Source: an optimization exercise on an open RTL-to-GDS flow (aim: small area and a short achievable clock period). Production flows keep margins and buffers that such runs may drop. RTL that was checked went through simulation tests only; none was proved equivalent to the original. Power and IR drop assume default switching activity.

run A:
Design ula_top, start of the top module:
module ula_top (
    input         clk,
    input  [31:0] in1,
    input  [31:0] in2,
    input  [4:0]  op,
    output [31:0] result,
    output        zero
);
Size: ~1,000 cells after synthesis, ~8000 um^2 of cells after synthesis.
==> flow/config.mk <==
export PLATFORM = sky130hd
export DESIGN_NAME = ula_top
export DESIGN_NICKNAME = ula_top
export VERILOG_FILES = /design/flow/design.v
export SDC_FILE = /design/flow/constraint.sdc
export NUM_CORES = 4
export LEC_CHECK = 0
export CAP_MARGIN = 20
export CORE_MARGIN = 2
export CORE_UTILIZATION = 40
export CTS_BUF_LIST = sky130_fd_sc_hd__clkbuf_8
export SETUP_SLACK_MARGIN = 2.9
export SLEW_MARGIN = 20
==> flow/constraint.sdc <==
create_clock -name core_clock -period 5.5 [get_ports {clk}]
set_input_delay 1.1000 -clock core_clock [delete_from_list [all_inputs] [get_ports {clk}]]
set_output_delay 1.1000 -clock core_clock [all_outputs]
set_load 0.01 [all_outputs]
standard.sh (not shown) runs the stock make flow with config.mk's settings and CLKGATE_MAP_FILE= SYNTH_SCRIPT=/design/flow/synth_recipe.tcl, a recipe that flattens the netlist after the stock synthesis.
==> flow/flow/run.sh <==
#!/bin/bash
# Own layout flow: the standard flow (standard.sh) with two changes:
#  - synthesis maps the logic with the ABC script in flow/abc.script
#    (registers are mapped by the standard steps, unchanged);
#  - the port buffers are plain buf_1 cells.
# Each tool's output goes to a log file in this folder.
set -euo pipefail
HERE=$(pwd)
# synthesis script: the standard one, with ORFS's synth.tcl calling abc with our script
sed "s#log_cmd abc {\*}\$abc_args#set abc_args [lreplace \$abc_args 1 1 $HERE/flow/abc.script]\n  log_cmd abc {*}\$abc_args#" \
    "$FLOW_HOME/scripts/synth.tcl" > "$HERE/synth_own.tcl"
grep -q "flow/abc.script" "$HERE/synth_own.tcl"
sed "s#source \$::env(SCRIPTS_DIR)/synth.tcl#source $HERE/synth_own.tcl#" synth_recipe.tcl > synth_recipe_own.tcl
grep -q "synth_own.tcl" synth_recipe_own.tcl
export BUFFER_PORTS_ARGS="-buffer_cell sky130_fd_sc_hd__buf_1"
bash standard.sh SYNTH_SCRIPT="$HERE/synth_recipe_own.tcl" finish > standard.log 2>&1
==> flow/flow/abc.script <==
&get -n
&st
&dch
&nf -D 1500
&put
buffer -c
topo
stime -c
upsize -c
dnsize -c
[inputs] run B vs run A
Settings: CORE_UTILIZATION: 40 -> 60; CTS_BUF_LIST: sky130_fd_sc_hd__clkbuf_8 -> unset.
==> comparison <==
Fraction of power consumed by the clock network (lower): run A. Compared run B vs run A, and power is up in run B. Run B vs. run A: number of instances resized during post-cts repair went up by 4. For the fraction of power consumed by combinational cells, run B came in 1.8 points lower than run A did. [run B] total area of multi-input combinational cells fell about 0.37% relative to run A. Run B and run A ended up with nearly the same share of the clock period used by the worst path. Taking run B over run A, the weighted congestion reported at the end of routability-driven placement ratio works out to 1.06.
The inputs of run C differ from those of run B as listed below.
Settings: CORE_UTILIZATION now 40, was 60; SETUP_SLACK_MARGIN now 3.5, was 2.9.
[summary]
Summary — sequential cell area share, run C relative to run B: lower, by 5.1 points. In the tables for run C and run B, final hold slack reads higher with run C. Run C vs run B, critical path endpoint: a_q[10]$_DFF_P_ vs result_q[31]$_DFF_P_. Higher worst setup slack after layout was reported by run B, not run C. Run C reports its cell with the biggest individual delay on the critical path as sky130_fd_sc_hd__or3_4 while run B reports sky130_fd_sc_hd__mux4_2. Diff run C..run B | number of DRC violations after detailed routing | unchanged. In the flow results for run C and run B, the synthesis-to-layout area growth is smaller on run B.
diff inputs: run C => run D
Settings: changing SETUP_SLACK_MARGIN from 3.5 to 2.5.
Results
Minimum clock period after layout in run D is 0.21 ns above run C. Taking run C as the reference, in run D number of cells on the critical path decreased by 2 relative to the old numbers; total power shrank by 20%; fraction of the cycle the final worst path needs went up by 3.9 points; cell leakage power fell by 25%; clock network fraction of total power increased by 2.4 points relative to the old numbers. Per the comparison of run D with run C, area of all placed cells without fillers went down by 3000 um^2, count of vias placed by the detailed router decreased 1,030.
diff inputs: run D => run E
Settings: swapping 40 for 60 in CORE_UTILIZATION; swapping 2.5 for 3.1 in SETUP_SLACK_MARGIN; putting CTS_BUF_LIST at sky130_fd_sc_hd__clkbuf_8 where nothing was set.
-- flow/flow/abc.script --
<<< run D, line 3
&dch
&nf -D 1500
&put
>>> run E, line 3
&dch
&nf -p -R 100
&put
Results
Cell count: run E higher than run D
Run E gives more area of all placed cells without fillers than run D did.
Delta (run E minus run D): final weighted congestion of routability-driven global placement saw an increase; number of gates resized after cts saw an increase; post-synthesis share of cell area spent on and, or, nand and nor gates saw an increase; number of buffer and inverter instances along the worst setup path saw an increase.
The arithmetic-cell share of the synthesized area counting full adders, half adders and majority gates on run E is in line with that on run D.

* * *

quartz:
ula_top, a different RTL version from the one above (not shown whole).
Size: ~100 flip-flops, about 100 I/O pins, ~7800 um2 of cells after synthesis.
export LEC_CHECK = 0
export CAP_MARGIN = 20
export CORE_MARGIN = 2
export CORE_UTILIZATION = 50
export SETUP_SLACK_MARGIN = 2.9
export SLEW_MARGIN = 20
create_clock -name core_clock -period 5.5 [get_ports {clk}]
==> flow/flow/abc.script <==
&get -n
&st
&dch
&nf -D 1500
&put
buffer -c
topo
stime -c
upsize -c
dnsize -c
Scripts as last shown in full above: flow/flow/run.sh
The final layout from quartz, which completed every stage, passed the timing, design-rule and antenna checks at the end of the flow.
The following lists how zinc was set up differently from quartz:
Settings: CORE_UTILIZATION: 50 -> 60; CTS_BUF_LIST: unset -> sky130_fd_sc_hd__clkbuf_8.
- zinc: post-layout worst setup margin 0.013 ns below quartz
- Diff zinc..quartz | maximum fanout along the worst path | unchanged
- Taking quartz as the reference, in zinc routing usage on met1 +6.9 points, clock skew has increased, synthesized area has remained practically unchanged, overall routing resource usage picked up an extra 4.2 points, count of standard-cell rows has decreased.
- Cmp quartz and zinc / summed area of non-filler cells in the final layout / lower: zinc
- Utilization after layout up 10 points in zinc wrt quartz
- quartz → zinc: fmax shows a reduction of about 0.5%; critical path depth now larger.
[inputs] xenon vs zinc
--- a/flow/flow/abc.script
+++ b/flow/flow/abc.script
@@ -4 +4 @@
-&nf -D 1500
+&nf -p -R 100
--- outcome ---
- Against zinc, xenon comes in 1.3 points lower on final worst-path cycle share.
- [compare] base=zinc new=xenon: power per unit of standard cell area +about 1.6%; slew of the pin with the lowest slew margin -0.092 ns.
- Going from zinc to xenon, synthesized area divided by synthesized cell count went down; max-cap violation count did not really move; share of power burned in the clock network went down; wire length went down; synthesized cell area went up.
- Of xenon and zinc, the run reporting the lower final critical path time including I/O delays and setup was xenon.
- xenon vs zinc — total power climbed by a few percent
Function was not checked in any run of this note: the RTL went through the layout flow alone.

* * *

run 1:
ula_top, a different RTL version from the one above (not shown whole).
For scale: roughly 1,000 cells after synthesis, about 100 flip-flops, ~7400 um2 of cells after synthesis.
// ula_top
module ula_top (
    input         clk,
    input  [31:0] in1,
    input  [31:0] in2,
    input  [4:0]  op,
    output [31:0] result,
    output        zero
);
clock: 5.5 ns
lec_check: 0
cap_margin: 20
core_margin: 2
core_utilization: 60
cts_buf_list: sky130_fd_sc_hd__clkbuf_8
setup_slack_margin: 3.0
slew_margin: 20
==> flow/flow/run.sh <==
#!/bin/bash
# Own layout flow: the standard flow (standard.sh) with three changes:
#  - synthesis maps the logic with the ABC script in flow/abc.script
#    (registers are mapped by the standard steps, unchanged);
#  - synthesis leaves the adder's half adders to ABC instead of mapping
#    them to ha cells first (no ADDER_MAP_FILE);
#  - the port buffers are plain buf_1 cells.
# Each tool's output goes to a log file in this folder.
set -euo pipefail
HERE=$(pwd)
# synthesis script: the standard one, with ORFS's synth.tcl calling abc with our script
sed "s#log_cmd abc {\*}\$abc_args#set abc_args [lreplace \$abc_args 1 1 $HERE/flow/abc.script]\n  log_cmd abc {*}\$abc_args#" \
    "$FLOW_HOME/scripts/synth.tcl" > "$HERE/synth_own.tcl"
grep -q "flow/abc.script" "$HERE/synth_own.tcl"
sed "s#source \$::env(SCRIPTS_DIR)/synth.tcl#source $HERE/synth_own.tcl#" synth_recipe.tcl > synth_recipe_own.tcl
grep -q "synth_own.tcl" synth_recipe_own.tcl
export BUFFER_PORTS_ARGS="-buffer_cell sky130_fd_sc_hd__buf_1"
bash standard.sh SYNTH_SCRIPT="$HERE/synth_recipe_own.tcl" ADDER_MAP_FILE= finish > standard.log 2>&1
==> flow/flow/abc.script <==
&get -n
&st
&dch
&nf -p -R 100
&put
buffer -c
topo
stime -c
upsize -c
dnsize -c
In summary, run 1 completed successfully, with a layout that passed the timing, design-rule and antenna checks.
[inputs] run 2 vs run 1
Settings: swapping 3.0 for 2.98 in SETUP_SLACK_MARGIN.
==> run summary <==
Compared with run 1, run 2 degrades time the final worst path needs with I/O delays and setup. Run 2 against run 1: number of buffers created by CTS has remained practically unchanged, pre-CTS setup slack has decreased, largest net degree at the start of global routing has decreased. Diff run 1 -> run 2: combinational group share of total power decreased 0.7 points; count of filler cells inserted in the layout has increased. Worst setup path startpoint: result_q[31] -> run 2, op[0] -> run 1.
diff inputs: run 2 => run 3
Settings: a change of SETUP_SLACK_MARGIN from 2.98 to 2.95.
--- a/flow/flow/run.sh
+++ b/flow/flow/run.sh
@@ -1,8 +1,6 @@
 #!/bin/bash
-# Own layout flow: the standard flow (standard.sh) with three changes:
+# Own layout flow: the standard flow (standard.sh) with two changes:
 #  - synthesis maps the logic with the ABC script in flow/abc.script
 #    (registers are mapped by the standard steps, unchanged);
-#  - synthesis leaves the adder's half adders to ABC instead of mapping
-#    them to ha cells first (no ADDER_MAP_FILE);
 #  - the port buffers are plain buf_1 cells.
 # Each tool's output goes to a log file in this folder.
@@ -16,3 +14,3 @@
 grep -q "synth_own.tcl" synth_recipe_own.tcl
 export BUFFER_PORTS_ARGS="-buffer_cell sky130_fd_sc_hd__buf_1"
-bash standard.sh SYNTH_SCRIPT="$HERE/synth_recipe_own.tcl" ADDER_MAP_FILE= finish > standard.log 2>&1
+bash standard.sh SYNTH_SCRIPT="$HERE/synth_recipe_own.tcl" finish > standard.log 2>&1
--- outcome ---
Looking at run 2 and run 3, the source-to-sink clock delay at the later pin of the worst-skew pair is a wash. The run showing the smaller portion of total power attributed to the clock network is run 2. Run 3 vs. run 2: sequential share of layout area went down by 0.62 points. The worst setup timing slack at the placement stage of run 3 exceeds that of run 2 by 0.091 ns. Routed wire length, run 2 and run 3: larger value in run 3. Relative to run 2, combinational share of power has increased by 1.0 points in run 3. Comparing run 2 and run 3, the higher cell area was measured on run 3. Relative to run 2, the fill cell instance count of the final layout of run 3 is lower by 27. Taking run 2 as the reference, in run 3 total power went up about 3.2%; die area went up by about 1.3%.

* * *

RTL: one of the versions met above, not the one the previous note started from.
Size in the first run: about 1000 cells after synthesis, ~100 flip-flops, ~100 I/O pins, roughly 8000 um^2 of cells after synthesis.
clock: 5.5 ns
lec_check: 0
cap_margin: 20
core_margin: 2
core_utilization: 70
cts_buf_list: sky130_fd_sc_hd__clkbuf_8
setup_slack_margin: 2.9
slew_margin: 20
==> flow/flow/run.sh <==
#!/bin/bash
# Own layout flow: the standard flow (standard.sh) with two changes:
#  - synthesis maps the logic with the ABC script in flow/abc.script
#    (registers are mapped by the standard steps, unchanged);
#  - the port buffers are plain buf_1 cells.
# Each tool's output goes to a log file in this folder.
set -euo pipefail
HERE=$(pwd)
# synthesis script: the standard one, with ORFS's synth.tcl calling abc with our script
sed "s#log_cmd abc {\*}\$abc_args#set abc_args [lreplace \$abc_args 1 1 $HERE/flow/abc.script]\n  log_cmd abc {*}\$abc_args#" \
    "$FLOW_HOME/scripts/synth.tcl" > "$HERE/synth_own.tcl"
grep -q "flow/abc.script" "$HERE/synth_own.tcl"
sed "s#source \$::env(SCRIPTS_DIR)/synth.tcl#source $HERE/synth_own.tcl#" synth_recipe.tcl > synth_recipe_own.tcl
grep -q "synth_own.tcl" synth_recipe_own.tcl
export BUFFER_PORTS_ARGS="-buffer_cell sky130_fd_sc_hd__buf_1"
bash standard.sh SYNTH_SCRIPT="$HERE/synth_recipe_own.tcl" finish > standard.log 2>&1
==> flow/flow/abc.script <==
&get -n
&st
&dch
&nf -D 1500
&put
buffer -c
topo
stime -c
upsize -c
dnsize -c
The first run finished clean.
Change:
Settings changed: CORE_UTILIZATION 70 to 40, CTS_BUF_LIST sky130_fd_sc_hd__clkbuf_8 to not set, SETUP_SLACK_MARGIN 2.9 to 3.2.
What happened:
- final area came out higher by 23%
- final cell count came out higher by 15%
- area after synthesis is unchanged

* * *

Starting RTL as in the previous note.
Settings: LEC_CHECK=0, CAP_MARGIN=20, CORE_MARGIN=2, CORE_UTILIZATION=60, CTS_BUF_LIST=sky130_fd_sc_hd__clkbuf_8, SETUP_SLACK_MARGIN=2.9, SLEW_MARGIN=20; clock period 5.5 ns.
Scripts as last shown in full above: flow/flow/run.sh, flow/flow/abc.script
Then changed:
==> flow/flow/run.sh (replaced) <==
#!/bin/bash
# Standard layout, with plain buf_1 cells as the port buffers.
export BUFFER_PORTS_ARGS="-buffer_cell sky130_fd_sc_hd__buf_1"
bash standard.sh > standard.log 2>&1
--- a/flow/config.mk
+++ b/flow/config.mk
@@ -10,3 +10,2 @@
-export CORE_UTILIZATION = 60
-export CTS_BUF_LIST = sky130_fd_sc_hd__clkbuf_8
-export SETUP_SLACK_MARGIN = 2.9
+export CORE_UTILIZATION = 40
+export SETUP_SLACK_MARGIN = 2.5
removed: flow/flow/abc.script
The changed run passed the timing, design-rule and antenna checks.
Non-clock buffer count goes down by 4.
Maximum frequency goes down by 13%.
Synthesized area goes up by 6.5%.
Setup slack got worse by 0.37 ns.
Final area goes up by 4.4%.
Cell count goes up by 5.1%.
Routed wire length goes up by 13%.
Then changed:
==> flow/flow/run.sh (replaced) <==
#!/bin/bash
# Own layout flow: the standard flow (standard.sh) with two changes:
#  - synthesis maps the logic with the ABC script in flow/abc.script
#    (registers are mapped by the standard steps, unchanged);
#  - the port buffers are plain buf_1 cells.
# Each tool's output goes to a log file in this folder.
set -euo pipefail
HERE=$(pwd)
# synthesis script: the standard one, with ORFS's synth.tcl calling abc with our script
sed "s#log_cmd abc {\*}\$abc_args#set abc_args [lreplace \$abc_args 1 1 $HERE/flow/abc.script]\n  log_cmd abc {*}\$abc_args#" \
    "$FLOW_HOME/scripts/synth.tcl" > "$HERE/synth_own.tcl"
grep -q "flow/abc.script" "$HERE/synth_own.tcl"
sed "s#source \$::env(SCRIPTS_DIR)/synth.tcl#source $HERE/synth_own.tcl#" synth_recipe.tcl > synth_recipe_own.tcl
grep -q "synth_own.tcl" synth_recipe_own.tcl
export BUFFER_PORTS_ARGS="-buffer_cell sky130_fd_sc_hd__buf_1"
bash standard.sh SYNTH_SCRIPT="$HERE/synth_recipe_own.tcl" finish > standard.log 2>&1
==> flow/flow/abc.script (new file) <==
&get -n
&st
&dch
&nf -D 1500
&put
buffer -c
topo
stime -c
upsize -c
dnsize -c
--- a/flow/config.mk
+++ b/flow/config.mk
@@ -10,2 +10,4 @@
-export CORE_UTILIZATION = 40
-export SETUP_SLACK_MARGIN = 2.5
+export CORE_UTILIZATION = 60
+export CTS_BUF_LIST = sky130_fd_sc_hd__clkbuf_8
+export CTS_CLUSTER_SIZE = 12
+export SETUP_SLACK_MARGIN = 2.9
Flip-flop and latch count does not change.
Setup slack improved by 0.37 ns.
Hold slack is worse by 0.10 ns.
Cell area is lower by 4.2%.
Then changed:
--- a/flow/config.mk
+++ b/flow/config.mk
@@ -10,3 +10 @@
-export CORE_UTILIZATION = 60
-export CTS_BUF_LIST = sky130_fd_sc_hd__clkbuf_8
-export CTS_CLUSTER_SIZE = 12
+export CORE_UTILIZATION = 50
Die area climbs by 19%.
Routed wire length grows by 5.1%.
Critical path depth rose by 5.
Non-clock buffer count rose by 11.
Cell count increases by 4.2%.
Setup slack got worse by 0.063 ns.
Cell area rises by 3.3%.
Area after synthesis stays the same.
Clock skew barely changes.

## what the ideal ports hide
The flow's constraints put no driver on any port. The routed layouts listed below were extracted and timed again, unchanged, in two steps. Step 1 sets driving cells, clkbuf_16 on the clock port and buf_2 on the other inputs (assumed; they add their load-dependent delay and slew). Step 2 times the ports against the registers' clock, not the clock port: input delays grow and output delays shrink by t, the midpoint of the rising clock arrivals with the driver on. Three values: ideal ports, drivers, drivers and shift; two values: the first two.
| run | shift t [ns] | slack for setup (ns) | slew at the worst register clock pin (ns) |
|---|---|---|---|
| run A | 0.437 | 2.927 / 2.927 / 2.570 | 0.11 / 0.11 |
| run B | 0.411 | 2.927 / 2.927 / 2.630 | 0.08 / 0.08 |
| run C | 0.416 | 2.873 / 2.882 / 2.465 | 0.08 / 0.08 |
| run D | 0.409 | 2.659 / 2.659 / 2.358 | 0.09 / 0.09 |
| run E | 0.440 | 2.834 / 2.814 / 2.374 | 0.11 / 0.11 |
| quartz | 0.401 | 2.855 / 2.836 / 2.435 | 0.08 / 0.08 |
| zinc | 0.435 | 2.842 / 2.825 / 2.389 | 0.11 / 0.11 |
| xenon | 0.440 | 2.915 / 2.897 / 2.457 | 0.11 / 0.11 |
| run 1 | 0.427 | 2.949 / 2.914 / 2.514 | 0.11 / 0.11 |
| run 2 | 0.414 | 2.942 / 2.905 / 2.549 | 0.12 / 0.12 |
| run 3 | 0.427 | 2.618 / 2.618 / 2.539 | 0.10 / 0.10 |
| the first run of note 4 | 0.435 | 2.616 / 2.616 / 2.553 | 0.12 / 0.12 |
| the second run of note 4 | 0.415 | 3.001 / 2.951 / 2.613 | 0.07 / 0.07 |
| the first run of note 5 | 0.448 | 2.945 / 2.906 / 2.621 | 0.12 / 0.12 |
| the second run of note 5 | 0.403 | 2.578 / 2.600 / 2.197 | 0.08 / 0.08 |
| the third run of note 5 | 0.448 | 2.945 / 2.906 / 2.621 | 0.12 / 0.12 |
| the fourth run of note 5 | 0.401 | 2.882 / 2.882 / 2.590 | 0.08 / 0.08 |
After both steps every run listed still meets setup and hold. For run E, which loses most, drivers alone change the setup slack by -0.020 ns; drivers and shift together by -0.460 ns.
